Context: an optimization exercise on an open-source flow, tuned for small area, a short achievable clock period and few clock cycles per item. The choices shown serve that exercise and are no tape-out recipe.
The RTL was checked by simulation tests, not by an equivalence proof against the original design.
Power figures rest on the tool's default switching activity, not on a simulated workload.

File: config.mk
export PLATFORM = sky130hd
export DESIGN_NAME = ELA
export DESIGN_NICKNAME = ELA
export VERILOG_FILES = /design/flow/design.v
export SDC_FILE = /design/flow/constraint.sdc
export NUM_CORES = 4
export LEC_CHECK = 0
export CAP_MARGIN = 20
export CORE_MARGIN = 2
export CORE_UTILIZATION = 40
export SLEW_MARGIN = 20
File: constraint.sdc
create_clock -name core_clock -period 5.5 [get_ports {clk}]
set_input_delay 1.1000 -clock core_clock [delete_from_list [all_inputs] [get_ports {clk}]]
set_output_delay 1.1000 -clock core_clock [all_outputs]
set_load 0.01 [all_outputs]
File: design.v
`timescale 1ns/10ps
module ELA(clk, rst, in_data, data_rd, req, wen, addr, data_wr, done);
	input					clk;
	input					rst;
	input			[7:0]	in_data;
	input			[7:0]	data_rd;
	output	reg				req;
	output	reg				wen;
	output	reg		[9:0]	addr;
	output	reg		[7:0]	data_wr;
	output	reg				done;
reg					[7:0]	S_buffer	[31:0];
reg					[7:0]	L_buffer	[2:0];
reg					[8:0]	result;
reg					[1:0]	control;
reg					[5:0]	timer_s;
wire				[8:0]	d11;
wire				[8:0]	d22;
wire				[8:0]	d33;
wire				[7:0]	d1;
wire				[7:0]	d2;
wire				[7:0]	d3;
assign 				d11 = (L_buffer[2] - S_buffer[0]);
assign				d22 = (L_buffer[1] - S_buffer[1]);
assign				d33 = (L_buffer[0] - S_buffer[2]);
assign 				d1 = d11[8] ? -d11[7:0] : d11[7:0];
assign				d2 = d22[8] ? -d22[7:0] : d22[7:0];
assign				d3 = d33[8] ? -d33[7:0] : d33[7:0];
reg					[1:0]	min;
reg         		[1:0]	state;
reg         		[1:0]	next_state;
parameter   		Rowf      	= 2'd0;
parameter   		comp      	= 2'd1;
parameter   		read       	= 2'd2;
parameter   		fish       	= 2'd3;
always @(posedge clk or posedge rst)
begin
	if (rst)
	begin
		timer_s <= 6'd0;
	end
	else if ((control == 2'd0 && timer_s == 6'd34) || (control == 2'd1 && timer_s == 6'd35) ||(control == 2'd2 && timer_s == 6'd32))
	begin
		timer_s <= 6'd0;
	end
	else
	begin
		timer_s <= timer_s + 6'd1;
	end
end
always @(posedge clk or posedge rst)
begin
	if (rst)
	begin
		req <= 1'd0;
	end
	else if (timer_s == 6'd0 && !(control == 2'd2))
	begin
		req <= 1'd1;
	end
	else
	begin
		req <= 1'd0;
	end
end
always @(posedge clk or posedge rst)
begin
	if (rst)
	begin
		S_buffer[0] <= 8'd0;
		S_buffer[1] <= 8'd0;
		S_buffer[2] <= 8'd0;
		S_buffer[3] <= 8'd0;
		S_buffer[4] <= 8'd0;
		S_buffer[5] <= 8'd0;
		S_buffer[6] <= 8'd0;
		S_buffer[7] <= 8'd0;
		S_buffer[8] <= 8'd0;
		S_buffer[9] <= 8'd0;
		S_buffer[10] <= 8'd0;
		S_buffer[11] <= 8'd0;
		S_buffer[12] <= 8'd0;
		S_buffer[13] <= 8'd0;
		S_buffer[14] <= 8'd0;
		S_buffer[15] <= 8'd0;
		S_buffer[16] <= 8'd0;
		S_buffer[17] <= 8'd0;
		S_buffer[18] <= 8'd0;
		S_buffer[19] <= 8'd0;
		S_buffer[20] <= 8'd0;
		S_buffer[21] <= 8'd0;
		S_buffer[22] <= 8'd0;
		S_buffer[23] <= 8'd0;
		S_buffer[24] <= 8'd0;
		S_buffer[25] <= 8'd0;
		S_buffer[26] <= 8'd0;
		S_buffer[27] <= 8'd0;
		S_buffer[28] <= 8'd0;
		S_buffer[29] <= 8'd0;
		S_buffer[30] <= 8'd0;
		S_buffer[31] <= 8'd0;
	end
	else if ((control == 2'd0 && timer_s >= 6'd33) || (control == 2'd1 && timer_s == 6'd0) || (control == 2'd2 && timer_s == 6'd32))
	begin
		S_buffer[0] <= S_buffer[0];
		S_buffer[1] <= S_buffer[1];
		S_buffer[2] <= S_buffer[2];
		S_buffer[3] <= S_buffer[3];
		S_buffer[4] <= S_buffer[4];
		S_buffer[5] <= S_buffer[5];
		S_buffer[6] <= S_buffer[6];
		S_buffer[7] <= S_buffer[7];
		S_buffer[8] <= S_buffer[8];
		S_buffer[9] <= S_buffer[9];
		S_buffer[10] <= S_buffer[10];
		S_buffer[11] <= S_buffer[11];
		S_buffer[12] <= S_buffer[12];
		S_buffer[13] <= S_buffer[13];
		S_buffer[14] <= S_buffer[14];
		S_buffer[15] <= S_buffer[15];
		S_buffer[16] <= S_buffer[16];
		S_buffer[17] <= S_buffer[17];
		S_buffer[18] <= S_buffer[18];
		S_buffer[19] <= S_buffer[19];
		S_buffer[20] <= S_buffer[20];
		S_buffer[21] <= S_buffer[21];
		S_buffer[22] <= S_buffer[22];
		S_buffer[23] <= S_buffer[23];
		S_buffer[24] <= S_buffer[24];
		S_buffer[25] <= S_buffer[25];
		S_buffer[26] <= S_buffer[26];
		S_buffer[27] <= S_buffer[27];
		S_buffer[28] <= S_buffer[28];
		S_buffer[29] <= S_buffer[29];
		S_buffer[30] <= S_buffer[30];
		S_buffer[31] <= S_buffer[31];
	end
	else if (control == 2'd2)
	begin
		S_buffer[0] <= S_buffer[31];
		S_buffer[1] <= S_buffer[0];
		S_buffer[2] <= S_buffer[1];
		S_buffer[3] <= S_buffer[2];
		S_buffer[4] <= S_buffer[3];
		S_buffer[5] <= S_buffer[4];
		S_buffer[6] <= S_buffer[5];
		S_buffer[7] <= S_buffer[6];
		S_buffer[8] <= S_buffer[7];
		S_buffer[9] <= S_buffer[8];
		S_buffer[10] <= S_buffer[9];
		S_buffer[11] <= S_buffer[10];
		S_buffer[12] <= S_buffer[11];
		S_buffer[13] <= S_buffer[12];
		S_buffer[14] <= S_buffer[13];
		S_buffer[15] <= S_buffer[14];
		S_buffer[16] <= S_buffer[15];
		S_buffer[17] <= S_buffer[16];
		S_buffer[18] <= S_buffer[17];
		S_buffer[19] <= S_buffer[18];
		S_buffer[20] <= S_buffer[19];
		S_buffer[21] <= S_buffer[20];
		S_buffer[22] <= S_buffer[21];
		S_buffer[23] <= S_buffer[22];
		S_buffer[24] <= S_buffer[23];
		S_buffer[25] <= S_buffer[24];
		S_buffer[26] <= S_buffer[25];
		S_buffer[27] <= S_buffer[26];
		S_buffer[28] <= S_buffer[27];
		S_buffer[29] <= S_buffer[28];
		S_buffer[30] <= S_buffer[29];
		S_buffer[31] <= S_buffer[30];
	end
	else if (timer_s <= 6'd32)
	begin
		S_buffer[0] <= in_data;
		S_buffer[1] <= S_buffer[0];
		S_buffer[2] <= S_buffer[1];
		S_buffer[3] <= S_buffer[2];
		S_buffer[4] <= S_buffer[3];
		S_buffer[5] <= S_buffer[4];
		S_buffer[6] <= S_buffer[5];
		S_buffer[7] <= S_buffer[6];
		S_buffer[8] <= S_buffer[7];
		S_buffer[9] <= S_buffer[8];
		S_buffer[10] <= S_buffer[9];
		S_buffer[11] <= S_buffer[10];
		S_buffer[12] <= S_buffer[11];
		S_buffer[13] <= S_buffer[12];
		S_buffer[14] <= S_buffer[13];
		S_buffer[15] <= S_buffer[14];
		S_buffer[16] <= S_buffer[15];
		S_buffer[17] <= S_buffer[16];
		S_buffer[18] <= S_buffer[17];
		S_buffer[19] <= S_buffer[18];
		S_buffer[20] <= S_buffer[19];
		S_buffer[21] <= S_buffer[20];
		S_buffer[22] <= S_buffer[21];
		S_buffer[23] <= S_buffer[22];
		S_buffer[24] <= S_buffer[23];
		S_buffer[25] <= S_buffer[24];
		S_buffer[26] <= S_buffer[25];
		S_buffer[27] <= S_buffer[26];
		S_buffer[28] <= S_buffer[27];
		S_buffer[29] <= S_buffer[28];
		S_buffer[30] <= S_buffer[29];
		S_buffer[31] <= S_buffer[30];
	end
end
always @(posedge clk or posedge rst) 
begin
	if (rst) 
	begin
		L_buffer[0] <= 8'd0;
		L_buffer[2] <= 8'd0;
		L_buffer[1] <= 8'd0;
	end
	else if ((control == 2'd0 && timer_s >= 6'd33) || (control == 2'd1 && timer_s == 6'd0) || (control == 2'd2 && timer_s == 6'd32))
	begin
		L_buffer[0] <= L_buffer[0];
		L_buffer[2] <= L_buffer[2];
		L_buffer[1] <= L_buffer[1];
	end
	else if (control == 2'd2)
	begin
		L_buffer[0] <= L_buffer[2];
		L_buffer[2] <= L_buffer[1];
		L_buffer[1] <= L_buffer[0];
	end
	else if (timer_s <= 6'd32)
	begin
		L_buffer[0] <= S_buffer[31];
		L_buffer[2] <= L_buffer[1];
		L_buffer[1] <= L_buffer[0];
	end
end
always @(*)
begin
	if (rst)
	begin
		min = 2'd0;
	end
	else
	begin
		if (timer_s == 6'd3)
		begin
			min = 2'd2;
		end
		else if(d1 <= d3)
		begin
			if(d2 <= d1)
			begin
				min = 2'd2;
			end
			else 
			begin
				min = 2'd1;
			end
		end
		else 
		begin
			if(d2 <= d3)
			begin
				min = 2'd2;
			end
			else 
			begin
				min = 2'd3;
			end
		end
	end
end
always @(posedge clk or posedge rst)
begin
	if (rst) 
	begin
		result <= 9'd2;
	end
	else if (control == 2'd1)
	begin
		if (timer_s == 6'd34)
		begin
			result <= ((S_buffer[0] + L_buffer[0]) >> 1);
		end
		else
		begin
			case(min)
			2'd0: result <= 9'd0;
			2'd1: result <= ((S_buffer[0] + L_buffer[2]) >> 1);
			2'd2: result <= ((S_buffer[1] + L_buffer[1]) >> 1);
			2'd3: result <= ((S_buffer[2] + L_buffer[0]) >> 1);
			endcase
		end
	end
end
always @(posedge clk or posedge rst)
 begin
	if (rst) 
	begin
		wen <= 1'd0;
	end
	else if (control == 2'd3)
	begin
		wen <= 1'd0;
	end
	else
	begin
		wen <= 1'd1;
	end
end
always @(posedge clk or posedge rst) 
begin
	if (rst) 
	begin
		addr <= 10'd0;
	end
	else if((control == 2'd0 && timer_s <= 6'd2) || (control == 2'd1 && timer_s <= 6'd4))
	begin
		addr <= addr;
	end
	else 
	begin
		addr <= addr + 10'd1;	
	end
end
always @(posedge clk or posedge rst) 
begin
	if (rst) 
	begin
		data_wr <= 8'd0;
	end
	else if (control == 2'd0)
	begin
		data_wr <= S_buffer[0];
	end
	else if (control == 2'd1)
	begin
		data_wr <= result;
	end
	else
	begin
		data_wr <= S_buffer[31];
	end
end
always @(posedge clk or posedge rst) 
begin
	if (rst) 
	begin
		done <= 1'd0;
	end
	else if (control == 2'd3) 
	begin
		done <= 1'd1;
	end
end
always @(posedge clk or posedge rst)
begin
    if (rst)	state <= Rowf;
    else 		state <= next_state;
end
always @(*) 
begin
    case(state)
    	Rowf :
    	begin
    		if(timer_s == 6'd34) next_state = comp;
    		else                 next_state = Rowf;
    	end
    	comp :
    	begin
    		if(timer_s == 6'd35) next_state = read;
    		else                 next_state = comp;
    	end
    	read :
    	begin
    		if(addr == 10'd990)      next_state = fish;
    		else if(timer_s == 6'd32)next_state = comp;
    		else                     next_state = read;
    	end
    	fish : next_state = fish;
    endcase
end
always @(*) 
begin
    case(state)
    	Rowf : control = 2'd0;
    	comp : control = 2'd1;
    	read : control = 2'd2;
    	fish : control = 2'd3;
    endcase
end
endmodule
File: run.sh
#!/bin/bash
# synth_recipe.tcl (not shown) runs the flow's synth.tcl, then flattens the netlist and writes it again
# the make line also repeats each setting of config.mk as NAME=value (left out here)
make -C /OpenROAD-flow-scripts/flow DESIGN_CONFIG=/design/flow/config.mk WORK_HOME=/design/flow/orfs CLKGATE_MAP_FILE= SYNTH_SCRIPT=/design/flow/synth_recipe.tcl finish
==> results list, run 1 <==
- After detailed routing, the number of remaining DRC violations is 0.
* Overflow after GRT: 0
* X dimension of the die: 202 um
* Number of cells on the worst reg-to-reg path: 21
- Measured slew at the worst slew-check pin: 0.865 ns
- The startpoint identified for the worst hold timing path is done$_DFFE_PP0N_.
* Vias in the first global route: 9341
* Clock tree from TritonCTS: built
* Area of the mapped netlist: 15600 sq um
* Outcome: no timing/DRC/antenna violations
- Count of clock tree sinks: 317
- # placed instances: 1787
- Proportion of synthesized flip-flops having asynchronous set or reset: 100%
- Instance count along the most critical hold path: 1
* Clock transition at the register clock pins on the worst setup and hold paths after CTS: 0.06 ns
* Starting utilization of the core area: 40.5%
- Synthesized instance count: 1277
* Fraction of power consumed by combinational cells: 18.3%
- Of the available clock period, the critical path in the final layout requires 90.1%.
- Synth warn: 3
- Sequential share of power: 43.1%
* Maximum number of pins on one net before global-route repair: 134
* Number of DRC markers after the initial detailed-route iteration: 428
* Reported net switching power: 1.61 mW
* Largest voltage drop on the vdd net: 196 uV
* Max_slew headroom: 42.2%
- Number of enable-type register cells in the synthesized netlist: 0
- Number of buffers created by CTS: 36
* Seq/Total Area, Yosys: 50.7%
- Pwr/cell area: 336 nW/um^2
- Wire length of the first global-routing pass: 47.5 mm
- Data on the critical path is required at its endpoint by 5.93 ns.
- After floorplanning, the core was divided into 72 placement rows.
* Hold crit path type: flip-flop to flip-flop
- The clock reaches the later pin of the worst-skew pair after 0.52 ns.
- Post-detailed-route via-to-cell ratio: 4.99
- The congestion estimate from routability-driven global placement came to 0.833.
- Type of the worst setup path: flip-flop to flip-flop
- The max-slew violation count is 0.
* Fraction of layout instances using a drive strength above 1: 26.4%
- Layout overhead on the synthesized area: 13.3%
- Of all nets on the critical path, the largest fanout is 9.
* Antenna diodes: 0
- The worst setup path is captured at a flip-flop.
- The setup check on the worst reg-to-reg path leaves a slack of 0.54 ns.
* FF-to-FF Start: S_buffer[1][0]$_DFFE_PP0P_
* Level count of the clock H-tree: 2
- The net count of the finished layout is 1419.
- For this design the top-level I/O count stands at 39.
- Resized Gates After CTS: 0
* Master cell of the clock root buffer: sky130_fd_sc_hd__clkbuf_16
* Share of total power in the clock network: 38.6%
* Total GRT Usage: 14.2%
* Worst slack on hold paths: 0.468 ns
- Final critical delay including setup and external delays: 4.96 ns
- Largest clock skew in the final design: 0.0184 ns
* First-pass detailed-route iteration total: 5
- Total area of multi-input combinational cells: 7300 sq um
* Maximum clock path buffer count: 3
* Data arrival time of the critical path: 5.39 ns
- Number of nets in the synthesized netlist: 1388
- The hold violation total from the final report is 0.
- STA classifies the critical path startpoint as a flip-flop.
- The die covers 40700 sq um.
- Among all flip-flop cells after synthesis, the most frequent one is sky130_fd_sc_hd__dfrtp_1.
* Count of vias placed by the detailed router: 9237
- The worst register-to-register path ends at result[7]$_DFFE_PP0P_.
- Core area: 38600 sq um
* Internal power: 4.34 mW
* Sequential Area: 7930 sq um
- Hold path endpoint: done$_DFFE_PP0N_
- The number of hold buffers added after CTS was 0.
* Accumulated negative setup slack: 0 ns
* Endpoints failing setup: 0
- The count of nets left with antenna violations once routing finished came out at 0.
* Standby leakage power: 7.92 nW
* Post-CTS setup buffer count: 0
* Number of fill cells: 3457
* Unique cell type count in the Yosys netlist: 71
- Once layout is complete, the cells apart from fillers number 1851.
- Count of maximum capacitance violations: 0
- Number of I/O port buffers: 30
* Net switching share of the total power: 27.1%
- For this run, the top clock speed supported by timing is 0.202 GHz.
- Measured along the y axis, the die boundary spans 202 um.
* Number of synthesized register bits: 317
* Unrepaired setup endpoints after global routing: false
- Average wire length per cell after detail routing: 15.3 um
- Once layout is complete, the utilization of the core stands at 45.8%.
- Summed over all layers, the routed wires come to 28.2 mm.
- Once detailed placement completed, the half-perimeter wirelength came to 19.1 mm.
- After synthesis, the mean cell area works out to 12.3 sq um.
- Antenna violations before repair: 0
[cell type report]
| type | count | share of cell area, % |
|---|---|---|
| well taps | 518 | 3.66 |
| clock inverters | 8 | 0.445 |
| repair buffers | 43 | 2.57 |
| flip-flops and latches | 317 | 44.8 |
| multi-input cells | 849 | 41.2 |
| inverters | 61 | 1.33 |
| clock buffers | 55 | 6.00 |
[sequential cells by signal (all words and copies together), names as in the netlist]
signal	cells
state	2
done	1
timer_s	6
L_buffer	24
req	1
data_wr	8
wen	1
addr	10
result	8
S_buffer	256
[power groups by stage]
stage	sequential [mW]	combinational [mW]	clock, mW
final	2.57	1.09	2.30
after global routing	2.59	1.22	2.49
after CTS	2.57	1.10	2.39
after detailed placement	2.61	1.09	0
after global placement	2.61	1.07	0
after floorplan	2.59	0.845	0
[worst max-delay path: stages, from the launching register on]
cell	delay, ns
sky130_fd_sc_hd__dfrtp_1	0.41
sky130_fd_sc_hd__ha_1	0.26
sky130_fd_sc_hd__fa_1	0.40
sky130_fd_sc_hd__nand2b_1	0.18
sky130_fd_sc_hd__a211oi_1	0.31
sky130_fd_sc_hd__nor4_1	0.10
sky130_fd_sc_hd__o21bai_1	0.60
sky130_fd_sc_hd__nor2_1	0.08
sky130_fd_sc_hd__a21oi_1	0.24
sky130_fd_sc_hd__ha_1	0.28
sky130_fd_sc_hd__nor2b_1	0.13
sky130_fd_sc_hd__o21ai_0	0.15
sky130_fd_sc_hd__nand2b_1	0.08
sky130_fd_sc_hd__a21oi_1	0.15
sky130_fd_sc_hd__nor2_1	0.05
sky130_fd_sc_hd__o21ai_0	0.14
sky130_fd_sc_hd__a22o_1	0.24
sky130_fd_sc_hd__or4_4	0.16
sky130_fd_sc_hd__o31ai_4	0.13
sky130_fd_sc_hd__o21ba_4	0.37
sky130_fd_sc_hd__o221ai_2	0.12
sky130_fd_sc_hd__a221oi_2	0.27
[cell usage in the layout, fill, tap and decap left out, types with 4 or more instances in the layout]
| cell type | netlist | layout |
|---|---|---|
| sky130_fd_sc_hd__nor2_1 | 92 | 92 |
| sky130_fd_sc_hd__nand3_1 | 9 | 9 |
| sky130_fd_sc_hd__nor2b_1 | 9 | 9 |
| sky130_fd_sc_hd__a311oi_1 | 4 | 4 |
| sky130_fd_sc_hd__ha_1 | 86 | 86 |
| sky130_fd_sc_hd__a21oi_2 | 4 | 4 |
| sky130_fd_sc_hd__o211ai_2 | 8 | 8 |
| sky130_fd_sc_hd__buf_4 | 0 | 9 |
| sky130_fd_sc_hd__a21oi_1 | 60 | 60 |
| sky130_fd_sc_hd__inv_1 | 60 | 59 |
| sky130_fd_sc_hd__mux2i_1 | 23 | 23 |
| sky130_fd_sc_hd__nand2_1 | 58 | 58 |
| sky130_fd_sc_hd__o21ai_0 | 41 | 41 |
| sky130_fd_sc_hd__xor2_1 | 25 | 25 |
| sky130_fd_sc_hd__fa_1 | 7 | 7 |
| sky130_fd_sc_hd__clkbuf_1 | 45 | 11 |
| sky130_fd_sc_hd__and3_1 | 4 | 4 |
| sky130_fd_sc_hd__nor4_1 | 4 | 4 |
| sky130_fd_sc_hd__xnor2_1 | 43 | 43 |
| sky130_fd_sc_hd__a21o_1 | 8 | 8 |
| sky130_fd_sc_hd__dfrtp_1 | 316 | 316 |
| sky130_fd_sc_hd__o21a_1 | 7 | 7 |
| sky130_fd_sc_hd__a31oi_1 | 13 | 13 |
| sky130_fd_sc_hd__nor3_1 | 10 | 10 |
| sky130_fd_sc_hd__nand4_1 | 4 | 4 |
| sky130_fd_sc_hd__o22ai_1 | 5 | 5 |
| sky130_fd_sc_hd__o21bai_1 | 12 | 12 |
| sky130_fd_sc_hd__mux2_2 | 246 | 246 |
| sky130_fd_sc_hd__clkbuf_16 | 0 | 37 |
| sky130_fd_sc_hd__nand2b_1 | 13 | 13 |
| sky130_fd_sc_hd__clkbuf_8 | 0 | 7 |
| sky130_fd_sc_hd__clkdlybuf4s50_1 | 0 | 30 |
[how the worst max path moves through the flow]
| stage | start | endpoint | slack (ns) | depth (start not counted) |
|---|---|---|---|---|
| 2_1_floorplan | rst | result[7]$_DFFE_PP0P_ | 1.07 | 4 |
| 3_3_place_gp | S_buffer[1][0]$_DFFE_PP0P_ | result[7]$_DFFE_PP0P_ | 0.68 | 21 |
| 3_5_place_dp | S_buffer[1][0]$_DFFE_PP0P_ | result[7]$_DFFE_PP0P_ | 0.57 | 21 |
| 4_1_cts | S_buffer[1][0]$_DFFE_PP0P_ | result[7]$_DFFE_PP0P_ | 0.55 | 21 |
| 5_1_grt | L_buffer[1][0]$_DFFE_PP0P_ | result[7]$_DFFE_PP0P_ | 0.1 | 22 |
| 6_report | S_buffer[1][0]$_DFFE_PP0P_ | result[7]$_DFFE_PP0P_ | 0.54 | 21 |
[cell families after synthesis]
group | Yosys count | synth area share [%]
AO/OA/AOI/OAI | 194 | 8.67
AND/OR/NAND/NOR | 221 | 6.50
multiplexers | 269 | 19.2
flip-flops | 317 | 50.7
buffers and inverters | 111 | 2.73
adder cells (fa/ha/maj) | 93 | 7.77
XOR/XNOR | 72 | 4.44
[metal layers]
metal | track usage, % | vias to the layer above | share of wire (%)
li1 | - | 4544 | -
met2 | 22.3 | 133 | 45
met3 | 2.61 | 48 | 3.4
met1 | 19.8 | 4512 | 49
met4 | 4.78 | 0 | 2.4
met5 | 0 | - | 0
[stage by stage]
| stage | setup slack, ns | total power [mW] | cell area [sq um] |
|---|---|---|---|
| final | 0.544 | 5.96 | 17700 |
| after global routing | 0.0950 | 6.30 | 17700 |
| after CTS | 0.554 | 6.06 | 17700 |
| after detailed placement | 0.573 | 3.70 | 16500 |
| after global placement | 0.681 | 3.67 | 16500 |
| after floorplan | 1.07 | 3.44 | 15600 |
[cells in the mapped netlist (all sizes together), types with 11 or more instances]
cell type    n  area, sq um
a31oi       13         81.3
xor2        26          235
o21bai      14          120
clkbuf      46          174
a21oi       65          352
nor3        11         60.1
nand2b      13         81.3
inv         61          229
mux2i       23          230
nor2        93          352
xnor2       46          459
mux2       246         2770
o21ai       46          238
dfrtp      316         7910
nand2       59          224
ha          86         1080
Testbench counts, summed over its fixed seeds: cycles 34,240, images 32.
==> run 2: changes to the inputs <==
==> design.v (replaced) <==
`timescale 1ns/10ps
module ELA(clk, rst, in_data, data_rd, req, wen, addr, data_wr, done);
	input				clk;
	input				rst;
	input		[7:0]	in_data;
	input		[7:0]	data_rd;
	output reg			req;
	output reg			wen;
	output reg	[9:0]	addr;
	output reg	[7:0]	data_wr;
	output reg			done;
localparam M_START = 2'd0, M_ARR = 2'd1, M_INT = 2'd2, M_FIN = 2'd3;
reg		[1:0]	mode;
reg		[3:0]	r;		 
reg		[5:0]	j;		 
reg		[1:0]	ph;		 
reg		[7:0]	t0, t1, t2, b0, b1;
reg		[7:0]	dreg, sreg;
reg		[7:0]	best;
reg				cur_r;
wire	[3:0]	rm1 = r - 4'd1;
reg		[1:0]	n_mode;
reg		[3:0]	n_r;
reg		[5:0]	n_j;
reg		[1:0]	n_ph;
reg		[5:0]	o_j;	 
reg		[1:0]	o_ph;
always @(*) begin
	n_mode = mode;
	n_r = r;
	n_j = j;
	n_ph = ph;
	o_j = j;
	o_ph = ph;
	case (mode)
	M_START: begin
		n_mode = M_ARR;
		n_j = 6'd0;
	end
	M_ARR: begin
		if (j[4:0] != 5'd31) begin
			n_j = j + 6'd1;
		end else if (r == 4'd0) begin
			n_r = 4'd1;
			n_j = 6'd0;
		end else begin
			n_mode = M_INT;
			n_j = 6'd0;
			n_ph = 2'd3;
		end
	end
	M_INT: begin
		if (ph == 2'd3) begin
			n_ph = 2'd0;
		end else if (ph == 2'd2) begin
			n_ph = 2'd0;
			n_j = j + 6'd1;
		end else begin
			n_ph = ph + 2'd1;
		end
		o_j = n_j;
		o_ph = n_ph;
		if (j == 6'd33 && ph == 2'd1) begin
			n_j = 6'd0;
			if (r == 4'd15) begin
				n_mode = M_FIN;
			end else begin
				n_mode = M_ARR;
				n_r = r + 4'd1;
			end
		end
	end
	default: ;
	endcase
end
always @(posedge clk or posedge rst) begin
	if (rst) begin
		mode <= M_START;
		r <= 4'd0;
		j <= 6'd0;
		ph <= 2'd0;
		req <= 1'b0;
		wen <= 1'b0;
		done <= 1'b0;
	end else begin
		mode <= n_mode;
		r <= n_r;
		j <= n_j;
		ph <= n_ph;
		req <= (n_mode == M_ARR) && (n_j == 6'd0) && !(mode == M_INT && n_mode == M_INT);
		done <= (mode == M_FIN);
		case (mode)
		M_ARR:   wen <= 1'b1;
		M_INT:   wen <= (o_ph == 2'd2) && (o_j >= 6'd2);
		default: wen <= 1'b0;
		endcase
	end
end
always @(posedge clk) begin
	if (mode == M_ARR)
		addr <= {r, 1'b0, j[4:0]};
	else if (o_ph == 2'd0)
		addr <= {rm1, 1'b0, o_j[4:0]};
	else if (o_ph == 2'd1)
		addr <= {r, 1'b0, o_j[4:0]};
	else
		addr <= {rm1, 1'b1, o_j[4:0] - 5'd2};
end
always @(posedge clk) begin
	if (ph == 2'd1) begin
		t0 <= data_rd;
		t1 <= t0;
		t2 <= t1;
	end
	if (ph == 2'd2) begin
		b0 <= data_rd;
		b1 <= b0;
	end
end
wire	[7:0]	opa = (ph == 2'd0) ? t2 : t0;
wire	[7:0]	opb = (ph == 2'd2) ? b1 : b0;
wire	[8:0]	dif = {1'b0, opa} - {1'b0, opb};
wire	[8:0]	sum = {1'b0, opa} + {1'b0, opb};
always @(posedge clk) begin
	dreg <= dif[8] ? (opb - opa) : dif[7:0];
	sreg <= sum[8:1];
end
wire			edge_px = (j == 6'd2) || (j == 6'd33);
wire			lt = dreg < best;
wire			eq = dreg == best;
always @(posedge clk) begin
	if (mode == M_ARR) begin
		data_wr <= in_data;
	end else if (mode == M_INT) begin
		if (ph == 2'd2) begin
			best <= dreg;
			data_wr <= sreg;
			cur_r <= 1'b0;
		end else if (ph == 2'd0) begin
			if (!edge_px && lt) begin
				best <= dreg;
				data_wr <= sreg;
				cur_r <= 1'b1;
			end
		end else if (ph == 2'd1) begin
			if (!edge_px && (lt || (cur_r && eq)))
				data_wr <= sreg;
		end
	end
end
endmodule
--- a/config.mk
+++ b/config.mk
@@ -7,2 +7,3 @@
 export LEC_CHECK = 0
+export ABC_CLOCK_PERIOD_IN_PS = 2500
 export CAP_MARGIN = 20
@@ -10,2 +11,3 @@
 export CORE_UTILIZATION = 40
+export SETUP_SLACK_MARGIN = 2.5
 export SLEW_MARGIN = 20
==> results list, run 2 <==
- Once the floorplan was initialized, standard cells occupied 41.3% of the core.
- Global routing used 16.0% of the available tracks.
* Total DRC errors in the routed layout: 0
- The worst hold path terminates at t2[7]$_DFFE_PP_.
* Global-route met1 utilization: 20.5%
- The first global-routing pass estimated 17.6 mm of wire.
- Die Area: 14100 sq um
* Synthesized instance count: 483
- Global routing consumed, on the met2 layer, 26.0% of the routing resources.
* Top Family by Delay on Critical Path: multiplexers
- Vertical extent of the die: 119 um
* Seq/Total Area, Yosys: 50.6%
- The worst hold path passes through 0 cells.
- Global routing used 4.63% of the available met3 tracks.
- Setup violations remaining at the end of the flow were counted as 0.
- Share of the synthesized area in the top cell type: 32.6%
- Pwr/cell area: 225 nW/um^2
- CTS saw 100 sinks.
- Number of fill cells: 1179
- The path class of the tightest hold or removal check is flip-flop to flip-flop.
- Clock transition at the register clock pins on the worst setup and hold paths after CTS: 0.08 ns
- Hold buffer count at CTS: 0
- The final route contains 3600 vias.
* Synth warn: 1
- The core region is 12700 sq um.
- Cell taking the most area after synthesis: sky130_fd_sc_hd__edfxtp_1
- Source-to-sink clock delay at the later pin of the worst-skew pair: 0.35 ns
* First-pass detailed-route iteration total: 6
- Commonest non-fill, non-tap cell in the layout: sky130_fd_sc_hd__edfxtp_1
- Relative to the synthesized area, the layout overhead comes to 21.0%.
- Gpl congestion: 0.846
- Once placement completed, the tool counted placed cells totaling 677.
- Number of DRC markers after the initial detailed-route iteration: 270
- Worst Setup Slack, final: 2.53 ns
* Slew Limit Fails: 0
* Largest clock skew in the final design: 0.00978 ns
- Average wire length per cell after detail routing: 15.4 um
- For the pin with the worst max-slew slack, the measured transition is 0.677 ns.
* Register with the most flip-flops: addr
- The clock passes through at most 2 buffers.
- Proportion of synthesized flip-flops having asynchronous set or reset: 17.0%
- Number of enable-type register cells in the synthesized netlist: 57
* Internal reg-to-reg setup slack: 2.53 ns
* Most common cell in the netlist: sky130_fd_sc_hd__edfxtp_1
* Post-detailed-route via-to-cell ratio: 5.08
- At the worst endpoint, the required time is 5.73 ns.
- The synthesized netlist occupies a cell area of 5260 sq um.
- Maximum cell stage delay along the critical path: 0.44 ns
* Largest fanout of any net on the critical path: 6
- The total overflow left after global routing is 0.
- The register with the most flip-flops in the layout has 10 of them.
- Across the run, the number of max-cap violations was 0.
- Final ANT Viol Nets: 0
* Finished Layout Cells: 709
- Synthesized area per cell: 10.9 sq um
- Vias in the first global route: 3547
- Number of cells on the worst reg-to-reg path: 11
- Largest voltage drop on the vdd net: 201 uV
- The hold violation total from the final report came to 0.
* Standby leakage power: 2.59 nW
- Counting both buffers and inverters, the worst setup path holds a total of 2.
- Data arrival time of the critical path: 3.20 ns
* End of the worst register-to-register path: dreg[5]$_DFF_P_
- Number of I/O port buffers: 38
- In the final layout, the share of cells above drive strength 1 is 15.6%.
- Largest cells by area after synthesis: sky130_fd_sc_hd__edfxtp_1 33%, sky130_fd_sc_hd__ha_1 10%, sky130_fd_sc_hd__dfxtp_1 9.9%
* Pre-CTS setup slack: 2.02 ns
- The repair_antennas step left the layout with diodes totalling 0.
* NumNets Final: 595
- Cell with the largest stage delay on the worst path: sky130_fd_sc_hd__dfrtp_2
- Static timing analysis puts the maximum clock frequency at 0.337 GHz.
- The worst path needs 2.97 ns of the cycle, external delays included.
- Cell-by-cell listing of the critical path: nor2_4 > buf_6 > buf_4 > mux2_2 > ha_4 > or2b_1 > o211ai_4 > a32oi_4 > mux2_4 > a221o_1 > xnor2_1
- After floorplanning, the core was divided into 41 placement rows.
- FF-to-FF Start: ph[1]$_DFFE_PP0P_
- Summed over all failing endpoints, the final setup total negative slack is 0 ns.
- The synthesized netlist contains 61 unique library cells.
- In this run the most critical hold path is launched from t1[7]$_DFFE_PP_.
- The root buffer cell chosen for the clock tree is sky130_fd_sc_hd__clkbuf_16.
- STA classifies the critical path startpoint as a flip-flop.
- Antenna violations before repair: 0
- TritonCTS built the clock tree.
- Outcome: no timing/DRC/antenna violations
* Type of the worst setup path: flip-flop to flip-flop
- Measured against its own limit, the worst slew margin works out to 54.8%.
* Busiest layer in global routing: met2
- Crit end category: flip-flop
- Unrepaired setup endpoints after global routing: true
* Number of synthesized register bits: 100
- 39 I/O pins were placed.
* Final Cycle Share: 54.0%
* Most used cells in the layout excluding fill and tap cells: 57 x sky130_fd_sc_hd__edfxtp_1, 44 x sky130_fd_sc_hd__nand2_1, 44 x sky130_fd_sc_hd__inv_1
* Maximum number of pins on one net before global-route repair: 29
- X dimension of the die: 119 um
* Number of buffers created by CTS: 9
- The H-tree generated during clock tree synthesis spans 3 levels.
- Top post-synthesis cells by count: 57 x sky130_fd_sc_hd__edfxtp_1, 47 x sky130_fd_sc_hd__inv_1, 46 x sky130_fd_sc_hd__nand2_1
- After detailed routing, the total wire length is 10.9 mm.
- The wire-length estimate of the detail-placed layout is 7.40 mm.
- Number of nets in the synthesized netlist: 546
- Top_reg_cell synth: sky130_fd_sc_hd__edfxtp_1
## run 2: changes by cell type in the layout (fill, tap and decap cells not counted), sizes merged, moves of 13 or more
cell,delta
o21ai,-21
xor2,-19
nor2,-64
dfrtp,-299
a21oi,-34
clkbuf,-46
xnor2,-32
dfxtp,+26
mux2,-226
ha,-44
mux2i,-14
nand2,-13
edfxtp,+57
## run 2: how the worst max path moves through the flow
| stage | from | depth (start not counted) | endpoint |
|---|---|---|---|
| after global routing | ph[1]$_DFFE_PP0P_ | 10 | dreg[5]$_DFF_P_ |
| after global placement | ph[1]$_DFFE_PP0P_ | 9 | dreg[5]$_DFF_P_ |
| after floorplan | ph[1]$_DFFE_PP0P_ | 13 | dreg[5]$_DFF_P_ |
| after detailed placement | ph[1]$_DFFE_PP0P_ | 10 | dreg[5]$_DFF_P_ |
| after CTS | ph[0]$_DFFE_PP0P_ | 13 | dreg[5]$_DFF_P_ |
| final | ph[1]$_DFFE_PP0P_ | 11 | dreg[5]$_DFF_P_ |
## run 2: layout make-up
cell class | instances | area, sq um | area share [%]
timing repair buffer | 54 | 520 | 8.19
sequential | 100 | 2660 | 41.8
clock buffer | 9 | 225 | 3.54
clock inverter | 7 | 60.1 | 0.945
tap | 172 | 215 | 3.38
multi-input combinational | 317 | 2470 | 38.8
inverter | 49 | 199 | 3.13
timing repair inverter | 1 | 8.76 | 0.138
## run 2: logic make-up (layout without fill, tap and decap cells)
| kind of cell | Yosys count | count (layout) | share of synthesized area, % |
|---|---|---|---|
| fa+ha+maj | 45 | 45 | 11.1 |
| mux | 29 | 29 | 6.07 |
| buf+inv | 66 | 120 | 4.83 |
| flops | 100 | 100 | 50.6 |
| simple gates | 126 | 126 | 11.8 |
| xor+xnor | 21 | 21 | 3.50 |
| compound gates | 96 | 96 | 12.0 |
## run 2: routing by layer
layer / vias to the layer above / share of wire, %
li1: 1777 / -
met1: 1724 / 46
met2: 88 / 47
met3: 11 / 5.4
met4: 0 / 1.6
met5: - / 0
## run 2: stage by stage
step                      power [mW]  util [%]  area [sq um]  hold slack [ns]
after detailed placement       0.833      45.9          5840            0.407
after global placement         0.832      45.9          5840            0.401
final                           1.43      50.0          6360            0.418
after global routing            1.48      50.0          6360            0.434
after floorplan                0.813         -          5320            0.400
after CTS                       1.45      49.4          6280            0.419
## run 2: what timing repair did
action / 4_1_cts / 5_1_grt
gates resized for setup: 10 / 15
endpoints found under the setup margin: 10 / 4
pin swaps: 7 / 5
gates cloned: 1 / 0
setup buffers: 15 / 0
## run 2: report_power, final
group / switching [mW] / internal [mW]
clock: 0.298 / 0.314
combinational: 0.00822 / 0.0175
sequential: 0.000817 / 0.789
total: 0.307 / 1.12
Testbench counts of run 2, summed over its fixed seeds: cycles 65,408, images 32.
==> run 3: changes to the inputs <==
--- a/config.mk
+++ b/config.mk
@@ -11,3 +11,2 @@
 export CORE_UTILIZATION = 40
-export SETUP_SLACK_MARGIN = 2.5
 export SLEW_MARGIN = 20
==> results list, run 3 <==
* Largest clock skew in the final design: 0.00549 ns
- Number of synthesized register bits: 100
* Slew Limit Fails: 0
- Of the available clock period, the critical path in the final layout requires 72.6%.
- Of the total synthesized cell area, the portion taken by XOR and XNOR cells is 3.50%.
* Share of the synthesized area in the top cell type: 32.6%
- Timing would allow up to 0.250 GHz.
* Measured slew at the worst slew-check pin: 0.871 ns
- Endpoints failing setup: 0
- Internal reg-to-reg setup slack: 1.51 ns
- Counting distinct cell types in the post-synthesis netlist gives 61.
- Top post-synthesis cells by count: 57 x sky130_fd_sc_hd__edfxtp_1, 47 x sky130_fd_sc_hd__inv_1, 46 x sky130_fd_sc_hd__nand2_1
- Outcome: no timing/DRC/antenna violations
- Counting flops with an async set or reset pin after synthesis yields a share of 17.0%.
* Internal power: 1.15 mW
* Largest cells by area after synthesis: sky130_fd_sc_hd__edfxtp_1 33%, sky130_fd_sc_hd__ha_1 10%, sky130_fd_sc_hd__dfxtp_1 9.9%
- Reported net switching power: 0.262 mW
* Max_slew headroom: 41.7%
- Pin placement for this block handled 39 I/O pins.
- From left edge to right edge, the die measures 119 um.
- The first global-routing pass estimated 17.2 mm of wire.
- At the worst endpoint, the required time is 5.72 ns.
- Clock tree from TritonCTS: built
- Maximum number of pins on one net before global-route repair: 29
- Number of fill cells: 1190
- Finished Layout Cells: 692
- Clock transition at the register clock pins on the worst setup and hold paths after CTS: 0.06 ns
- Share of total power in the clock network: 42.3%
- Count of buffer and inverter cells on the critical path: 2
- Crit end category: flip-flop
- Synthesized instance count: 483
* Max reg flops: 10
* Largest fanout of any net on the critical path: 25
- Of all cell types, the one taking the most synthesized area is sky130_fd_sc_hd__edfxtp_1.
- In the routed design, unresolved DRC markers number 0.
- Master cell of the clock root buffer: sky130_fd_sc_hd__clkbuf_16
- For the worst flop-to-flop path, the logic depth is 13.
* Cell with the largest stage delay on the worst path: sky130_fd_sc_hd__dfrtp_1
* Count of vias placed by the detailed router: 3427
- Relative to the synthesized area, the layout overhead comes to 15.5%.
- Sequential cells account for 55.9% of the total power.
- After routing the design area is 6070 sq um.
- Maximum clock path buffer count: 2
- Input and output buffers added on the ports amount to 38.
* Highest metal layer used by the detailed router: met4
- Post-detailed-route via-to-cell ratio: 4.95
- Summing all placed instances gives a cell area of 5790 sq um.
- Number of enable-type register cells in the synthesized netlist: 57
* FF-to-FF Start: ph[1]$_DFFE_PP0P_
- Gpl congestion: 0.858
- Row generation in the floorplan step produced 41 rows.
- Type of the worst setup path: flip-flop to flip-flop
- Die Area: 14100 sq um
* Level count of the clock H-tree: 3
* Fraction of the mapped netlist area in simple logic gates: 11.8%
* Main combinational cell family by area after synthesis: compound AO/OA/AOI/OAI gates
* Data arrival time of the critical path: 4.21 ns
* Top_reg_cell synth: sky130_fd_sc_hd__edfxtp_1
- The core region is 12700 sq um.
- Buffers inserted to repair hold after CTS numbered 0.
* Area of the mapped netlist: 5260 sq um
- For this design the ratio of total power to cell area is 233 nW/um^2.
- Final critical delay including setup and external delays: 3.99 ns
- In the synthesized netlist, mux cells make up 6.07% of the area.
* Unrepaired setup endpoints after global routing: false
* Most common cell in the netlist: sky130_fd_sc_hd__edfxtp_1
* Register with the most flip-flops: addr
- Met3 wire len: 370 um
- Total GRT Usage: 15.4%
- Cell-by-cell listing of the critical path: nand2b_1 > inv_2 > nand2_1 > nand2_1 > ha_1 > inv_1 > fa_1 > nor2b_1 > o211ai_2 > a32oi_4 > mux2_4 > a221o_1 > xnor2_1
- Averaged over all synthesized cells, the footprint is 10.9 sq um.
- For this run, the number of Yosys warnings is 1.
- The hold violation total from the final report was 0.
* Number of DRC markers after the initial detailed-route iteration: 185
- Fraction of power consumed by combinational cells: 1.8%
* Source-to-sink clock delay at the later pin of the worst-skew pair: 0.34 ns
* Count of maximum capacitance violations: 0
- The min-delay analysis places its worst path in the category flip-flop to flip-flop.
- Fraction of layout instances using a drive strength above 1: 8.27%
- The worst hold path was traced through 0 stages.
- Starting utilization of the core area: 41.3%
* Count of clock tree sinks: 100
* Antenna violations before repair: 0
* Average wire length per cell after detail routing: 14.7 um
* Vias in the first global route: 3304
* First-pass detailed-route iteration total: 4
* Accumulated negative setup slack: 0 ns
- Resized Gates After CTS: 0
* Top Family by Delay on Critical Path: simple AND/OR/NAND/NOR gates
- Vertical extent of the die: 119 um
- # placed instances: 677
- WL final: 10.2 mm
* Number of buffers created by CTS: 9
- The net count of the finished layout is 579.
* Synth Area in Adders: 11.1%
- Source of the worst hold timing path: t1[5]$_DFFE_PP_
- The library cells used most frequently in the layout, excluding fill and tap cells, are 57 x sky130_fd_sc_hd__edfxtp_1, 47 x sky130_fd_sc_hd__inv_1, 46 x sky130_fd_sc_hd__nand2_1.
- The repair_antennas step left the layout with diodes totalling 0.
- Startpoint Class: flip-flop
- For this block, wires on met1 add up to 5.30 mm.
* Final ANT Viol Nets: 0
* Seq/Total Area, Yosys: 50.6%
* DP Wirelength: 7.47 mm
* Net switching share of the total power: 18.5%
* Largest voltage drop on the vdd net: 119 uV
* Overflow after GRT: 0
* End of the worst register-to-register path: dreg[5]$_DFF_P_
- Cell occurring most often along the worst timing path: sky130_fd_sc_hd__nand2_1
- For hold timing, the worst endpoint is t2[5]$_DFFE_PP_.
* Maximum cell stage delay along the critical path: 0.58 ns
- The number of nets in the synthesized netlist is 546.
- Complex-gate fraction of the synthesized area: 12.0%
- Commonest non-fill, non-tap cell in the layout: sky130_fd_sc_hd__edfxtp_1
- Standby leakage power: 2.48 nW
- Post-CTS setup buffer count: 0
* Wire length on met2: 4.40 mm
==> run 3: area by class of cell <==
| class | count | area [sq um] | area share, % |
|---|---|---|---|
| Sequential cell | 100 | 2660 | 43.8 |
| Inverter | 49 | 184 | 3.03 |
| Tap cell | 172 | 215 | 3.55 |
| Clock buffer | 9 | 225 | 3.71 |
| Multi-Input combinational cell | 317 | 2340 | 38.6 |
| Clock inverter | 6 | 56.3 | 0.928 |
| Timing Repair Buffer | 39 | 388 | 6.39 |
==> run 3: how the worst max path moves through the flow <==
stage	start	endpoint	slack, ns	cells after the start
2_1_floorplan	ph[1]$_DFFE_PP0P_	dreg[5]$_DFF_P_	2.05	13
3_3_place_gp	ph[1]$_DFFE_PP0P_	dreg[5]$_DFF_P_	1.66	13
3_5_place_dp	ph[1]$_DFFE_PP0P_	dreg[5]$_DFF_P_	1.51	12
4_1_cts	ph[1]$_DFFE_PP0P_	dreg[5]$_DFF_P_	1.50	12
5_1_grt	ph[1]$_DFFE_PP0P_	dreg[5]$_DFF_P_	1.18	12
6_report	ph[1]$_DFFE_PP0P_	dreg[5]$_DFF_P_	1.51	13
==> run 3: cell families (layout without fill, tap and decap cells) <==
| kind of cell | after synthesis | count (layout) |
|---|---|---|
| compound gates | 96 | 96 |
| xor+xnor | 21 | 21 |
| fa+ha+maj | 45 | 45 |
| buf+inv | 66 | 103 |
| flops | 100 | 100 |
| mux | 29 | 29 |
| simple gates | 126 | 126 |
==> run 3: metrics by stage <==
stage | utilization [%] | setup slack [ns] | total power [mW] | hold slack (ns)
CTS | 47.7 | 1.50 | 1.43 | 0.420
global placement | 45.5 | 1.66 | 0.833 | 0.400
finish | 47.7 | 1.51 | 1.41 | 0.420
global route | 47.7 | 1.18 | 1.47 | 0.423
detailed placement | 45.5 | 1.51 | 0.833 | 0.405
floorplan | - | 2.05 | 0.813 | 0.400
==> run 3: power by group through the flow <==
stage          clock (mW)  sequential [mW]  combinational (mW)
5_1_grt             0.651            0.790              0.0281
2_1_floorplan           0            0.808             0.00441
6_report            0.598            0.791              0.0256
4_1_cts             0.618            0.790              0.0263
3_5_place_dp            0            0.807              0.0261
3_3_place_gp            0            0.806              0.0261
==> run 3: per-layer routing <==
layer	vias up	GRT usage, %
li1	1746	-
met1	1619	22.6
met2	56	22.2
met3	6	3.76
met4	0	4.54
met5	-	0
==> run 4: changes to the inputs <==
--- a/config.mk
+++ b/config.mk
@@ -7,3 +7,2 @@
 export LEC_CHECK = 0
-export ABC_CLOCK_PERIOD_IN_PS = 2500
 export CAP_MARGIN = 20
==> results list, run 4 <==
- The run finished with no timing, DRC or antenna violations.
* Gpl congestion: 0.858
* Fraction of layout instances using a drive strength above 1: 8.27%
- From synthesis to final layout, the design area changed by 15.5%.
- Commonest non-fill, non-tap cell in the layout: sky130_fd_sc_hd__edfxtp_1
- Critical path data required time: 5.72 ns
- Largest cells by area after synthesis: sky130_fd_sc_hd__edfxtp_1 33%, sky130_fd_sc_hd__ha_1 10%, sky130_fd_sc_hd__dfxtp_1 9.9%
* Slew Limit Fails: 0
- Hold path endpoint: t2[5]$_DFFE_PP_
- The startpoint identified for the worst register-to-register timing path is ph[1]$_DFFE_PP0P_.
- Overflow after GRT: 0
- Seq/Total Area, Yosys: 50.6%
- Setup repair after global routing left no endpoint under its margin.
- In the layout the commonest cells are 57 x sky130_fd_sc_hd__edfxtp_1, 47 x sky130_fd_sc_hd__inv_1, 46 x sky130_fd_sc_hd__nand2_1.
- In the post-synthesis netlist, the cell with the most instances is sky130_fd_sc_hd__edfxtp_1.
- Number of DRC markers after the initial detailed-route iteration: 185
- Yosys mapped a number of flops with a built-in enable equal to 57.
- I/O pin cnt: 39
- Data arrival time of the critical path: 4.21 ns
* Pwr/cell area: 233 nW/um^2
- The clock reaches the later pin of the worst-skew pair after 0.34 ns.
- Setup violations remaining at the end of the flow were counted as 0.
- Number of buffers created by CTS: 9
- The worst hold path begins at t1[5]$_DFFE_PP_.
- Achievable frequency: 0.250 GHz
* Final Cycle Share: 72.6%
* NumNets Final: 579
* Count of clock tree sinks: 100
- The number of antenna diodes in the final layout is 0.
- X dimension of the die: 119 um
* Total DRC errors in the routed layout: 0
* Master cell of the clock root buffer: sky130_fd_sc_hd__clkbuf_16
* Largest fanout of any net on the critical path: 25
- Summed over all nets, the switching power comes to 0.262 mW.
- The synthesized design spends more area on one cell type than any other, namely sky130_fd_sc_hd__edfxtp_1.
* Synth warn: 1
- Number of nets in the synthesized netlist: 546
- Number of cells on the worst reg-to-reg path: 13
- Startpoint Class: flip-flop
- Final ANT Viol Nets: 0
* Die Area: 14100 sq um
- The initial utilization of the core area, before any placement, comes to 41.3%.
- Vias in the first global route: 3304
- Crit end category: flip-flop
- For this run, the detailed router's first-pass iteration total came to 4.
- End of the worst register-to-register path: dreg[5]$_DFF_P_
- The H-tree generated during clock tree synthesis spans 3 levels.
* Proportion of synthesized flip-flops having asynchronous set or reset: 17.0%
- The hold violation total from the final report is 0.
- DP Wirelength: 7.47 mm
* Global-route met1 utilization: 22.6%
- Post-detailed-route via-to-cell ratio: 4.95
- By count the netlist is led by 57 x sky130_fd_sc_hd__edfxtp_1, 47 x sky130_fd_sc_hd__inv_1, 46 x sky130_fd_sc_hd__nand2_1.
* Internal reg-to-reg setup slack: 1.51 ns
- Share of total power in the clock network: 42.3%
- The min-delay analysis places its worst path in the category flip-flop to flip-flop.
* Post-CTS setup buffer count: 0
- After synthesis the netlist holds a flip-flop and latch count of 100.
- After clock tree synthesis, the repair step resized 0 gates.
* Maximum clock path buffer count: 2
- Type of the worst setup path: flip-flop to flip-flop
* Hold buffer count at CTS: 0
- WL final: 10.2 mm
* Fraction of power consumed by combinational cells: 1.8%
- The register with the most flip-flops in the final layout is addr.
- In this run the vertical extent of the chip is 119 um.
- Global routing consumed, over all layers together, 15.4% of the routing resources.
- Top_reg_cell synth: sky130_fd_sc_hd__edfxtp_1
* Count of vias placed by the detailed router: 3427
* Launching element of the worst setup path: ph[1]$_DFFE_PP0P_
* Share of the synthesized area in the top cell type: 32.6%
* Clock tree from TritonCTS: built
* Sequential share of power: 55.9%
- # rows: 41
* Instance count along the most critical hold path: 0
* Accumulated negative setup slack: 0 ns
* Met2 capacity usage during global routing: 22.2%
- Largest clock skew in the final design: 0.00549 ns
* Maximum number of pins on one net before global-route repair: 29
* Max_slew headroom: 41.7%
- Cell area after placement: 5790 sq um
- For the pin with the worst max-slew slack, the measured transition is 0.871 ns.
- The count of buffers added on input and output ports is 38.
- Cell internal power was estimated by the tool at 1.15 mW.
- Busiest layer in global routing: met1
- Core area: 12700 sq um
- Net switching share of the total power: 18.5%
- After clock tree synthesis, the clock-pin slew on the worst setup and hold paths is 0.06 ns.
- The mapped netlist covers 5260 sq um.
- Global routing used 3.76% of the available met3 tracks.
- Unique cell type count in the Yosys netlist: 61
- Average wire length per cell after detail routing: 14.7 um
- Final critical delay including setup and external delays: 3.99 ns
- The finished cells cover 6070 sq um.
- Largest voltage drop on the vdd net: 119 uV
- Max-cap violations in this run came to 0.
* Standby leakage power: 2.48 nW
- Max reg flops: 10
* Synthesized area per cell: 10.9 sq um
* Antenna violations before repair: 0
- In the synthesized netlist, the number of instances is 483.
- The first global-routing pass estimated 17.2 mm of wire.
[run 4: cell counts after synthesis]
Identical to the previous run, type by type.
[run 4: worst max path at each step]
stage                                 end  slack (ns)  cells past startpoint
after floorplan           dreg[5]$_DFF_P_        2.05                     13
after global placement    dreg[5]$_DFF_P_        1.66                     13
after detailed placement  dreg[5]$_DFF_P_        1.51                     12
after CTS                 dreg[5]$_DFF_P_        1.50                     12
after global routing      dreg[5]$_DFF_P_        1.18                     12
final                     dreg[5]$_DFF_P_        1.51                     13
[run 4: kinds of logic after synthesis]
| family | synth area share (%) |
|---|---|
| and+or+nand+nor | 11.8 |
| xor gates and xnor gates | 3.50 |
| adders and majority gates | 11.1 |
| buffers and inverters | 4.83 |
| AOI/OAI and AO/OA | 12.0 |
| muxes | 6.07 |
| DFF | 50.6 |
[run 4: per-stage QoR]
step	power, mW	cells	utilization [%]	hold slack [ns]	setup slack, ns
after floorplan	0.813	483	-	0.400	2.05
after CTS	1.43	692	47.7	0.420	1.50
after global placement	0.833	677	45.5	0.400	1.66
final	1.41	692	47.7	0.420	1.51
after global routing	1.47	692	47.7	0.423	1.18
after detailed placement	0.833	677	45.5	0.405	1.51
[run 4: critical path: stages, from the launching register on]
cell,delay (ns)
sky130_fd_sc_hd__dfrtp_1,0.58
sky130_fd_sc_hd__nand2b_1,0.45
sky130_fd_sc_hd__inv_2,0.55
sky130_fd_sc_hd__nand2_1,0.11
sky130_fd_sc_hd__nand2_1,0.13
sky130_fd_sc_hd__ha_1,0.19
sky130_fd_sc_hd__inv_1,0.06
sky130_fd_sc_hd__fa_1,0.38
sky130_fd_sc_hd__nor2b_1,0.16
sky130_fd_sc_hd__o211ai_2,0.24
sky130_fd_sc_hd__a32oi_4,0.24
sky130_fd_sc_hd__mux2_4,0.35
sky130_fd_sc_hd__a221o_1,0.30
sky130_fd_sc_hd__xnor2_1,0.12
[run 4: cell type report]
class                      instances  area (sq um)
multi-input combinational        317          2340
tap                              172           215
timing repair buffer              39           388
fill                            1190          6650
inverter                          49           184
clock inverter                     6          56.3
clock buffer                       9           225
sequential                       100          2660
[run 4: power by group through the flow]
| stage | logic [mW] | registers (mW) | clock network, mW |
|---|---|---|---|
| after floorplan | 0.00441 | 0.808 | 0 |
| after detailed placement | 0.0261 | 0.807 | 0 |
| after global routing | 0.0281 | 0.790 | 0.651 |
| final | 0.0256 | 0.791 | 0.598 |
| after CTS | 0.0263 | 0.790 | 0.618 |
| after global placement | 0.0261 | 0.806 | 0 |
[run 4: layer usage]
layer  vias to the layer above  routed length (um)
met5                         -                   0
met4                         0                  99
met3                         6                 370
met2                        56                4400
met1                      1619                5300
li1                       1746                   -
==> run 5: changes to the inputs <==
==> design.v (replaced) <==
`timescale 1ns/10ps
module ELA(clk, rst, in_data, data_rd, req, wen, addr, data_wr, done);
	input				clk;
	input				rst;
	input		[7:0]	in_data;
	input		[7:0]	data_rd;
	output reg			req;
	output reg			wen;
	output reg	[9:0]	addr;
	output reg	[7:0]	data_wr;
	output reg			done;
reg				s_start;	 
reg				s_arr;		 
reg				s_wo;		 
reg				s_rt;		 
reg				s_rb;		 
reg				s_w;		 
reg				s_fin;		 
reg		[3:0]	r;			 
reg				head;		 
reg		[7:0]	t0, t1, t2, b0, b1;
reg		[7:0]	dreg, sreg;	 
reg		[7:0]	best;		 
reg				cur_r;		 
wire	[4:0]	col = addr[4:0];
wire	[3:0]	rm1 = r - 4'd1;
wire			arr_end = s_arr && !req && (col == 5'd30);
wire			tail = s_w && !head && (col == 5'd30);
always @(posedge clk or posedge rst) begin
	if (rst) begin
		s_start <= 1'b1;
		s_arr <= 1'b0;
		s_wo <= 1'b0;
		s_rt <= 1'b0;
		s_rb <= 1'b0;
		s_w <= 1'b0;
		s_fin <= 1'b0;
	end else begin
		s_start <= 1'b0;
		s_arr <= s_start || (s_arr && !(arr_end && r != 4'd0)) || (tail && r != 4'd15);
		s_wo <= arr_end && r != 4'd0;
		s_rt <= s_wo || (s_w && !tail);
		s_rb <= s_rt;
		s_w <= s_rb;
		s_fin <= s_fin || (tail && r == 4'd15);
	end
end
always @(posedge clk) begin
	done <= s_fin;
	req <= s_start || (arr_end && r == 4'd0) || (tail && r != 4'd15);
	if (s_start)
		r <= 4'd0;
	else if ((arr_end && r == 4'd0) || tail)
		r <= r + 4'd1;
	if (s_wo)
		head <= 1'b1;
	else if (s_rb && col == 5'd1)
		head <= 1'b0;
	wen <= s_arr || (s_rb && !head) || tail;
end
always @(posedge clk) begin
	if (s_arr) begin
		addr[9:5] <= {r, 1'b0};
		addr[4:0] <= req ? 5'd0 : col + 5'd1;
	end else if (s_wo) begin
		addr[9:5] <= {rm1, 1'b0};
		addr[4:0] <= col + 5'd1;
	end else if (s_rt) begin
		addr[9:5] <= {r, 1'b0};
	end else if (s_rb) begin
		addr[9:5] <= {rm1, 1'b1};
		addr[4:0] <= col - 5'd2;
	end else if (s_w) begin
		if (tail) begin
			addr[4:0] <= col + 5'd1;
		end else begin
			addr[9:5] <= {rm1, 1'b0};
			addr[4:0] <= col + 5'd3;
		end
	end
end
always @(posedge clk) begin
	if (s_rb) begin
		t0 <= data_rd;
		t1 <= t0;
		t2 <= t1;
	end
	if (s_w) begin
		b0 <= data_rd;
		b1 <= b0;
	end
end
wire	[7:0]	opa = s_rt ? t2 : t0;
wire	[7:0]	opb = s_w ? b1 : b0;
wire	[8:0]	sum = {1'b0, opa} + {1'b0, opb};
always @(posedge clk) begin
	dreg <= (opa >= opb) ? (opa - opb) : (opb - opa);
	sreg <= sum[8:1];
end
wire			edge_px = (col == 5'd2);
wire			lt = dreg < best;
wire			eq = dreg == best;
always @(posedge clk) begin
	if (s_w || (s_rt && !edge_px && lt)) begin
		best <= dreg;
		cur_r <= s_rt;
	end
	if (s_arr)
		data_wr <= in_data;
	else if (s_w || (s_rt && !edge_px && lt) || (s_rb && !edge_px && (lt || (cur_r && eq))))
		data_wr <= sreg;
end
endmodule
--- a/config.mk
+++ b/config.mk
@@ -10,2 +10,3 @@
 export CORE_UTILIZATION = 40
+export SETUP_SLACK_MARGIN = 3.5
 export SLEW_MARGIN = 20
==> results list, run 5 <==
- The flow ran to the end and the layout has no timing, DRC or antenna violations.
- In the final layout, the share of cells above drive strength 1 is 35.5%.
- Synthesis produced a netlist whose cell count is 389.
- The library cells used most frequently in the layout, excluding fill and tap cells, are 66 x sky130_fd_sc_hd__edfxtp_1, 33 x sky130_fd_sc_hd__inv_1, 30 x sky130_fd_sc_hd__buf_4.
- Along the worst hold path, the cell count comes to 0.
* Unrepaired setup endpoints after global routing: true
* Area of the mapped netlist: 4800 sq um
- # rows: 40
- Across the run, the number of max-cap violations was 0.
* Count of clock tree sinks: 98
- For this run, global-route usage on met2 was measured as 24.1%.
- Entering global routing, the biggest net connects 39 pins.
- The count of cells in the finished layout, fillers not included, comes to 623.
- Met3 Use GR: 3.13%
* Largest fanout of any net on the critical path: 7
- In this run the tightest slew margin relative to its limit is 52.7%.
- Post-layout total power: 1.49 mW
- Startpoint Class: flip-flop
- Number of DRC markers after the initial detailed-route iteration: 146
* Average wire length per cell after detail routing: 15.3 um
- Level count of the clock H-tree: 3
* Fraction of the mapped netlist area in simple logic gates: 7.30%
- Unique cell type count in the Yosys netlist: 54
- Summed over all layers, the global routing overflow is 0.
- For this run, the number of Yosys warnings is 1.
- Top post-synthesis cells by count: 66 x sky130_fd_sc_hd__edfxtp_1, 42 x sky130_fd_sc_hd__inv_1, 40 x sky130_fd_sc_hd__ha_1
* Master cell of the clock root buffer: sky130_fd_sc_hd__clkbuf_16
* Number of synthesized register bits: 98
* Number of hold-slack violations in the final timing report: 0
- In the global route stage, overall resource usage came out at 15.3%.
* Starting utilization of the core area: 40.5%
- The path class of the tightest hold or removal check is flip-flop to flip-flop.
- Largest cells by area after synthesis: sky130_fd_sc_hd__edfxtp_1 41%, sky130_fd_sc_hd__dfxtp_1 10%, sky130_fd_sc_hd__ha_1 10%
- The die covers 12900 sq um.
- In the synthesized netlist the async set-or-reset flop fraction comes to 7.14%.
- X dimension of the die: 114 um
- For this design the ratio of total power to cell area is 235 nW/um^2.
- At the pin with the least slew margin, the transition time is 0.702 ns.
* Share of the synthesized area in the top cell type: 41.3%
* Main combinational cell family by area after synthesis: adder cells
* Number of I/O port buffers: 38
- Mux contribution to synthesized area: 6.91%
- Synth Area in Adders: 11.7%
* Wire length of the first global-routing pass: 15.2 mm
- For this block, the via count after detailed routing is 3120.
- After Yosys synthesis, XOR and XNOR cells account for 4.56% of the synthesized area.
- Synthesized area per cell: 12.3 sq um
- The tightest hold path in the finished design has a slack of 0.385 ns.
- Core area: 11900 sq um
* Crit end category: flip-flop
- The routed design has 9.54 mm of wire.
- Data on the critical path is required at its endpoint by 5.74 ns.
* Hold buffer count at CTS: 0
- Number of enable-type register cells in the synthesized netlist: 66
- Ranked by flip-flop count, first place goes to addr.
- Standby leakage power: 2.51 nW
- TritonCTS built the clock tree.
- Vias in the first global route: 3050
- Source-to-sink clock delay at the later pin of the worst-skew pair: 0.34 ns
* Type of the worst setup path: flip-flop to flip-flop
- Global-route met1 utilization: 20.1%
* Antenna violations before repair: 0
- Cell taking the most area after synthesis: sky130_fd_sc_hd__edfxtp_1
* Max reg flops: 10
- Number of cells on the worst reg-to-reg path: 10
* Final ANT Viol Nets: 0
* Antenna diodes: 0
- Summing the areas of all compound-gate instances in the mapped netlist gives 9.31% of the synthesized area.
- I/O pin cnt: 39
- Maximum clock path buffer count: 2
* NumNets Final: 532
- Final critical delay including setup and external delays: 2.44 ns
- In this run, CTS created clock tree buffers numbering 9.
- First-pass detailed-route iteration total: 4
* Top_reg_cell synth: sky130_fd_sc_hd__edfxtp_1
- Vertical extent of the die: 114 um
* Total DRC errors in the routed layout: 0
* Achievable frequency: 0.410 GHz
- Once placement completed, the tool counted placed cells totaling 561.
* Seq/Total Area, Yosys: 55.4%
- Yosys instantiated no cell more often than sky130_fd_sc_hd__edfxtp_1.
- From synthesis to final layout, the design area changed by 32.0%.
- Final core utilization: 53.4%
- Accumulated negative setup slack: 0 ns
* Clock transition at the register clock pins on the worst setup and hold paths after CTS: 0.06 ns
- Data arrival time of the critical path: 2.68 ns
- Largest voltage drop on the vdd net: 166 uV
* Busiest layer in global routing: met2
* Largest clock skew in the final design: 0.00528 ns
* Post-detailed-route via-to-cell ratio: 5.01
- Endpoints failing setup: 0
- DP Wirelength: 5.95 mm
- The worst path uses 44.3% of the clock period.
* Slew Limit Fails: 0
- Leaving out fill and tap cells, the most frequent cell in the layout is sky130_fd_sc_hd__edfxtp_1.
- Routability-driven placement finished with a final weighted congestion of 0.803.
* Number of nets in the synthesized netlist: 450
[run 5: through the flow]
stage	worst slack (ns)	area, sq um
2_1_floorplan	2.95	4880
3_3_place_gp	2.65	5360
3_5_place_dp	2.58	5360
4_1_cts	3.13	6140
5_1_grt	2.95	6340
6_report	3.06	6340
[run 5: area by class of cell]
class                      count  area, sq um
clock inverter                 5         51.3
inverter                      42          160
timing repair buffer          83          687
clock buffer                  11          253
sequential                    98         2680
multi-input combinational    237         2330
fill                         979         5530
tap                          147          184
[run 5: timing repair]
item	CTS	global route
pin swaps	21	14
cloned	1	0
setup endpoints to repair	64	46
resized for setup	151	30
buffers inserted	38	7
[run 5: path summary, 6_finish.rpt]
path                                  from           endpoint  slack (ns)
setup reg to reg             s_w$_DFF_PP0_    dreg[7]$_DFF_P_        3.06
setup / recovery             s_w$_DFF_PP0_    dreg[7]$_DFF_P_        3.06
hold reg to reg            s_fin$_DFF_PP0_       done$_DFF_P_        0.39
max in group asynchronous              rst  s_start$_DFF_PP1_        4.23
hold / removal             s_fin$_DFF_PP0_       done$_DFF_P_        0.39
min in group asynchronous              rst     s_wo$_DFF_PP0_        1.00
[run 5: per-layer routing]
layer | part of all wire (%) | vias up | wire length [um]
li1 | - | 1538 | -
met1 | 46 | 1517 | 4430
met2 | 49 | 52 | 4660
met3 | 2.9 | 13 | 279
met4 | 1.8 | 0 | 171
met5 | 0 | - | 0
[run 5: cells by family (layout without fill, tap and decap cells)]
| family | after synthesis | count (layout) |
|---|---|---|
| AO/OA/AOI/OAI | 66 | 67 |
| other | 1 | 1 |
| XOR/XNOR | 25 | 25 |
| flip-flops | 98 | 98 |
| buffers and inverters | 55 | 141 |
| adder cells (fa/ha/maj) | 43 | 43 |
| AND/OR/NAND/NOR | 69 | 69 |
| multiplexers | 32 | 32 |
[run 5: critical path, cell delays in order (launching register included)]
cell	delay [ns]
sky130_fd_sc_hd__dfrtp_4	0.53
sky130_fd_sc_hd__mux2i_4	0.27
sky130_fd_sc_hd__inv_2	0.07
sky130_fd_sc_hd__ha_4	0.16
sky130_fd_sc_hd__fa_2	0.36
sky130_fd_sc_hd__o211ai_1	0.28
sky130_fd_sc_hd__a211oi_4	0.11
sky130_fd_sc_hd__buf_6	0.15
sky130_fd_sc_hd__a211oi_2	0.22
sky130_fd_sc_hd__a21oi_2	0.05
sky130_fd_sc_hd__xnor2_1	0.12
[run 5: power breakdown]
| part | leakage (nW) | internal (mW) | switching [mW] |
|---|---|---|---|
| Clock | 0.156 | 0.375 | 0.256 |
| Sequential | 0.928 | 0.788 | 0.00331 |
| Combinational | 1.43 | 0.0380 | 0.0313 |
Testbench counts of run 5, summed over its fixed seeds: cycles 64,448, images 32.

afterwards: timing with drivers on the ports:
How much do the figures lean on ideal ports? The routed layouts below were timed once more, with nothing changed but the port constraints.
Step 1 (the two cells are an assumption about what drives the block):
set clk [get_ports {clk}]
set_driving_cell -lib_cell sky130_fd_sc_hd__clkbuf_16 $clk
set_driving_cell -lib_cell sky130_fd_sc_hd__buf_2 [delete_from_list [all_inputs] $clk]
Step 2, shift: input delay + t, output delay - t, t = (earliest + latest rising clock arrival at the registers) / 2. This alone moves slack from input paths to output paths.
a / b / c = no drivers / after step 1 / after step 2; a / b = the first two.
run	shift t [ns]	slack for setup (ns)	worst setup path at the end	clock arrival spread, ns	pins driven straight from the clock port
run 1	0.565	0.544 / 0.544 / 0.544	register to register	0.019 / 0.019	1
run 2	0.393	2.529 / 2.529 / 2.529	register to register	0.011 / 0.011	1
run 3	0.379	1.507 / 1.507 / 1.507	register to register	0.006 / 0.005	1
run 4	0.379	1.507 / 1.507 / 1.507	register to register	0.006 / 0.005	1
run 5	0.378	3.062 / 3.062 / 3.062	register to register	0.006 / 0.006	1
After both steps every run listed still meets setup and hold.
